Background: an optimization exercise with open tools, aiming at small area. Do not read the settings as production practice.
The RTL was checked by simulation tests, not by an equivalence proof against the original design.
The flow treats the clock pin as an ideal source, which a real chip does not have.
No activity file was given, so power comes from the tool's default toggle rates.

== v6 ==
// path
module path(clk, rst_n, data1_i, data2_i, valid1_i, valid2_i, data_o, req_o, gnt_i, stop1_o, stop2_o, valid_o);
input clk;
input rst_n;
input [7:0] data1_i;
input [7:0] data2_i;
input valid1_i;
input valid2_i;
input gnt_i;
output req_o;
output stop1_o;
output stop2_o;
output reg [7:0] data_o;
output reg valid_o;
reg [2:0] j;         
reg [3:0] count;     
reg sel;             
reg [7:0] mem0, mem1, mem2, mem3, mem4;
wire n1 = j[0] & !j[1];
wire n2 = j[1] & !j[2];
wire n3 = j[2] & j[0];
wire n4 = j[1] & !j[0];
wire n5 = j[2] & !j[1];
wire nz      = j[0] | j[2];
wire full    = n5;
wire read    = nz && gnt_i;
wire blocked = full && !gnt_i;
wire vsel    = sel ? valid2_i : valid1_i;
wire accept  = vsel && !blocked;
wire bypass  = !nz && gnt_i && (valid1_i || valid2_i);
wire write   = accept && !bypass;
wire [7:0] din = sel ? data2_i : data1_i;
assign stop1_o = blocked || sel;
assign stop2_o = blocked || !sel;
assign req_o   = nz || bypass;
wire go = bypass || read;
  ...
For scale: ~57 flip-flops, ~33 I/O pins.
==> module path, before the edit <==
module path(clk, rst_n, data1_i, data2_i, valid1_i, valid2_i, data_o, req_o, gnt_i, stop1_o, stop2_o, valid_o);
input clk;
input rst_n;
input [7:0] data1_i;
input [7:0] data2_i;
input valid1_i;
input valid2_i;
input gnt_i;
output req_o;
output stop1_o;
output stop2_o;
output reg [7:0] data_o;
output reg valid_o;
reg [2:0] j;         
reg [3:0] count;     
reg sel;             
reg [7:0] mem0, mem1, mem2, mem3, mem4;
wire n1 = j[0] & !j[1];
wire n2 = j[1] & !j[2];
wire n3 = j[2] & j[0];
wire n4 = j[1] & !j[0];
wire n5 = j[2] & !j[1];
wire nz      = j[0] | j[2];
wire full    = n5;
wire read    = nz && gnt_i;
wire blocked = full && !gnt_i;
wire vsel    = sel ? valid2_i : valid1_i;
wire accept  = vsel && !blocked;
wire bypass  = !nz && gnt_i && (valid1_i || valid2_i);
wire write   = accept && !bypass;
wire [7:0] din = sel ? data2_i : data1_i;
assign stop1_o = blocked || sel;
assign stop2_o = blocked || !sel;
assign req_o   = nz || bypass;
wire go = bypass || read;
wire [6:0] dsel_s = {read & n5, read & n4, read & n3, read & n2, read & n1,
                     bypass & accept, !go};
wire [7:0] data_d;
genvar b;
generate
	for (b = 0; b < 8; b = b + 1) begin : bit_
		dsel u_dsel (.s(dsel_s),
		             .m({mem4[b], mem3[b], mem2[b], mem1[b], mem0[b], din[b], data_o[b]}),
		             .d(data_d[b]));
	end
endgenerate
wire up = write & !read;
wire down = read & !write;
wire hold = !(up | down);
wire [2:0] j_up = {j[1:0], !j[2]};
wire [2:0] j_down = {!j[0], j[2:1]};
wire [2:0] j_d;
generate
	for (b = 0; b < 3; b = b + 1) begin : jbit_
		vsel u_vsel (.up(up), .down(down), .hold(hold), .below(j_up[b]),
		             .above(j_down[b]), .self(j[b]), .d(j_d[b]));
	end
endgenerate
wire a0 = accept & count[0];
always @(posedge clk) begin
	if (write) begin
		mem0 <= din;
		mem1 <= mem0;
		mem2 <= mem1;
		mem3 <= mem2;
		mem4 <= mem3;
	end
end
always @(posedge clk, negedge rst_n) begin
	if (!rst_n) begin
		j <= 3'd0;
		count <= 4'd0;
		sel <= 1'b0;
		data_o <= 8'd0;
		valid_o <= 1'b0;
	end else begin
		j <= j_d;
		count[0] <= count[0] ^ accept;
		count[1] <= count[1] ^ (a0 & !count[3]);
		count[2] <= count[2] ^ (a0 & count[1]);
		count[3] <= count[3] ^ (a0 & ((count[1] & count[2]) | count[3]));
		sel <= sel ^ (a0 & count[3]);
		valid_o <= go;
		data_o <= data_d;
	end
end
endmodule
==> flow/config.mk <==
export PLATFORM = sky130hd
export DESIGN_NAME = path
export DESIGN_NICKNAME = path
export VERILOG_FILES = /design/flow/design.v
export SDC_FILE = /design/flow/constraint.sdc
export NUM_CORES = 4
export LEC_CHECK = 0
export CAP_MARGIN = 20
export CORE_MARGIN = 2
export CORE_UTILIZATION = 40
export SLEW_MARGIN = 20
export SYNTH_HIERARCHICAL = 1
==> flow/constraint.sdc <==
create_clock -name core_clock -period 5.0 [get_ports {clk}]
set_input_delay 1.0000 -clock core_clock [delete_from_list [all_inputs] [get_ports {clk}]]
set_output_delay 1.0000 -clock core_clock [all_outputs]
set_load 0.01 [all_outputs]
standard.sh (not shown) runs the stock make flow with config.mk's settings and CLKGATE_MAP_FILE= SYNTH_SCRIPT=/design/flow/synth_recipe.tcl, a recipe that flattens the netlist after the stock synthesis.
==> flow/flow/run.sh <==
#!/bin/bash
# The standard ORFS layout (standard.sh), with changes to what it inserts:
#  - port buffers are the smallest buffer cell (buf_1) instead of clkdlybuf4s50_1;
#  - clock tree synthesis uses clkbuf_4 buffers and inserts no dummy loads;
#    after CTS, flow/shrink.tcl shrinks clock buffers that can be smaller
#    while every flip-flop clock pin stays well under the slew limit;
#  - buffers that synthesis (ABC) inserted are removed at floorplan; the
#    resizer's repair_design puts back what slew and capacitance need;
#  - before CTS, flow/recover.tcl downsizes gates with timing slack to spare
#    and repairs slew and capacitance again.
# The full make output goes to standard.log in this folder; ORFS's per-step
# logs stay under orfs/logs/.
set -euo pipefail
export BUFFER_PORTS_ARGS="-buffer_cell sky130_fd_sc_hd__buf_1"
export CTS_ARGS="-sink_clustering_enable -repair_clock_nets -dont_use_dummy_load -buf_list sky130_fd_sc_hd__clkbuf_4"
export REMOVE_ABC_BUFFERS=1
export PRE_CTS_TCL="$PWD/flow/recover.tcl"
export POST_CTS_TCL="$PWD/flow/shrink.tcl"
export CLK_SHRINK_CELLS="sky130_fd_sc_hd__clkbuf_1 sky130_fd_sc_hd__clkbuf_2"
export CLK_SHRINK_SLEW_PS=105
bash standard.sh > standard.log 2>&1
Other scripts of this flow, unchanged in this note and not shown: flow/flow/recover.tcl, flow/flow/shrink.tcl
### v6 -> v7
==> flow/design.v, changed modules only <==
module path(clk, rst_n, data1_i, data2_i, valid1_i, valid2_i, data_o, req_o, gnt_i, stop1_o, stop2_o, valid_o);
input clk;
input rst_n;
input [7:0] data1_i;
input [7:0] data2_i;
input valid1_i;
input valid2_i;
input gnt_i;
output req_o;
output stop1_o;
output stop2_o;
output reg [7:0] data_o;
output reg valid_o;
reg [2:0] j;         
reg [3:0] count;     
reg sel;             
reg [7:0] mem0, mem1, mem2, mem3, mem4;
wire n1 = j[0] & !j[1];
wire n2 = j[1] & !j[2];
wire n3 = j[2] & j[0];
wire n4 = j[1] & !j[0];
wire n5 = j[2] & !j[1];
wire nz      = j[0] | j[2];
wire full    = n5;
wire read    = nz && gnt_i;
wire blocked = full && !gnt_i;
wire vsel    = sel ? valid2_i : valid1_i;
wire accept  = vsel && !blocked;
wire bypass  = !nz && gnt_i && (valid1_i || valid2_i);
wire write   = vsel && (nz ? !blocked : !gnt_i);
wire [7:0] din = sel ? data2_i : data1_i;
assign stop1_o = blocked || sel;
assign stop2_o = blocked || !sel;
assign req_o   = nz || (gnt_i && (valid1_i || valid2_i));
wire go = gnt_i && (nz || valid1_i || valid2_i);
wire [6:0] dsel_s = {gnt_i & n5, gnt_i & n4, gnt_i & n3, gnt_i & n2, gnt_i & n1,
                     gnt_i & !nz & vsel, !go};
wire [7:0] data_d;
genvar b;
generate
	for (b = 0; b < 8; b = b + 1) begin : bit_
		dsel u_dsel (.s(dsel_s),
		             .m({mem4[b], mem3[b], mem2[b], mem1[b], mem0[b], din[b], data_o[b]}),
		             .d(data_d[b]));
	end
endgenerate
wire up = vsel & !gnt_i & !full;
wire down = nz & gnt_i & !vsel;
wire hold = !(up | down);
wire [2:0] j_up = {j[1:0], !j[2]};
wire [2:0] j_down = {!j[0], j[2:1]};
wire [2:0] j_d;
generate
	for (b = 0; b < 3; b = b + 1) begin : jbit_
		vsel u_vsel (.up(up), .down(down), .hold(hold), .below(j_up[b]),
		             .above(j_down[b]), .self(j[b]), .d(j_d[b]));
	end
endgenerate
wire a0 = accept & count[0];
always @(posedge clk) begin
	if (write) begin
		mem0 <= din;
		mem1 <= mem0;
		mem2 <= mem1;
		mem3 <= mem2;
		mem4 <= mem3;
	end
end
always @(posedge clk, negedge rst_n) begin
	if (!rst_n) begin
		j <= 3'd0;
		count <= 4'd0;
		sel <= 1'b0;
		data_o <= 8'd0;
		valid_o <= 1'b0;
	end else begin
		j <= j_d;
		count[0] <= count[0] ^ accept;
		count[1] <= count[1] ^ (a0 & !count[3]);
		count[2] <= count[2] ^ (a0 & count[1]);
		count[3] <= count[3] ^ (a0 & ((count[1] & count[2]) | count[3]));
		sel <= sel ^ (a0 & count[3]);
		valid_o <= go;
		data_o <= data_d;
	end
end
endmodule
- Going from v6 to v7, count of clock-buffer cells in the layout essentially unchanged, via count of the first global-routing pass went down 1.8%.
- Area added between synthesis and finish: v7 vs v6, no meaningful difference
- In the metrics for v6 and v7, the one carrying the higher sum of met2 wire segment lengths after detailed routing is v6.
- In v7 relative to v6, net count of the finished layout had gone down slightly.
- v7 against v6: area used by multi-input combinational logic went down about 5.6%; number of multi-input combinational cells in the layout went down by 1.3%; part of the power in combinational logic shows a reduction of 0.4 points; cell area went down.
- Taking v6 as the reference, in v7 area after detailed placement -about 2.2%, power after layout now sits lower.

==> port drivers added, routing unchanged <==
The flow's constraints put no driver on any port. The routed layouts listed below were extracted and timed again, unchanged, in two steps.
Step 1 (the two cells are an assumption about what drives the block):
set clk [get_ports {clk}]
set_driving_cell -lib_cell sky130_fd_sc_hd__clkbuf_16 $clk
set_driving_cell -lib_cell sky130_fd_sc_hd__buf_2 [delete_from_list [all_inputs] $clk]
Step 2 adds t to the input delays and takes it off the output delays; t is the mean of the earliest and latest rising clock arrival at the registers after step 1. Input paths then give back, and output paths get back, about the clock's delay inside the block.
Slacks: ideal ports / drivers / drivers and shift; pairs: ideal ports / drivers.
run	shift t [ns]	slack for setup (ns)	worst register clock-pin slew, ns
v6	0.435	1.809 / 1.789 / 1.770	0.10 / 0.10
v7	0.611	2.184 / 2.155 / 2.155	0.10 / 0.10
After both steps setup and hold are still met in every run listed. For v6, which loses most, drivers alone change the setup slack by -0.020 ns; drivers and shift together by -0.039 ns.
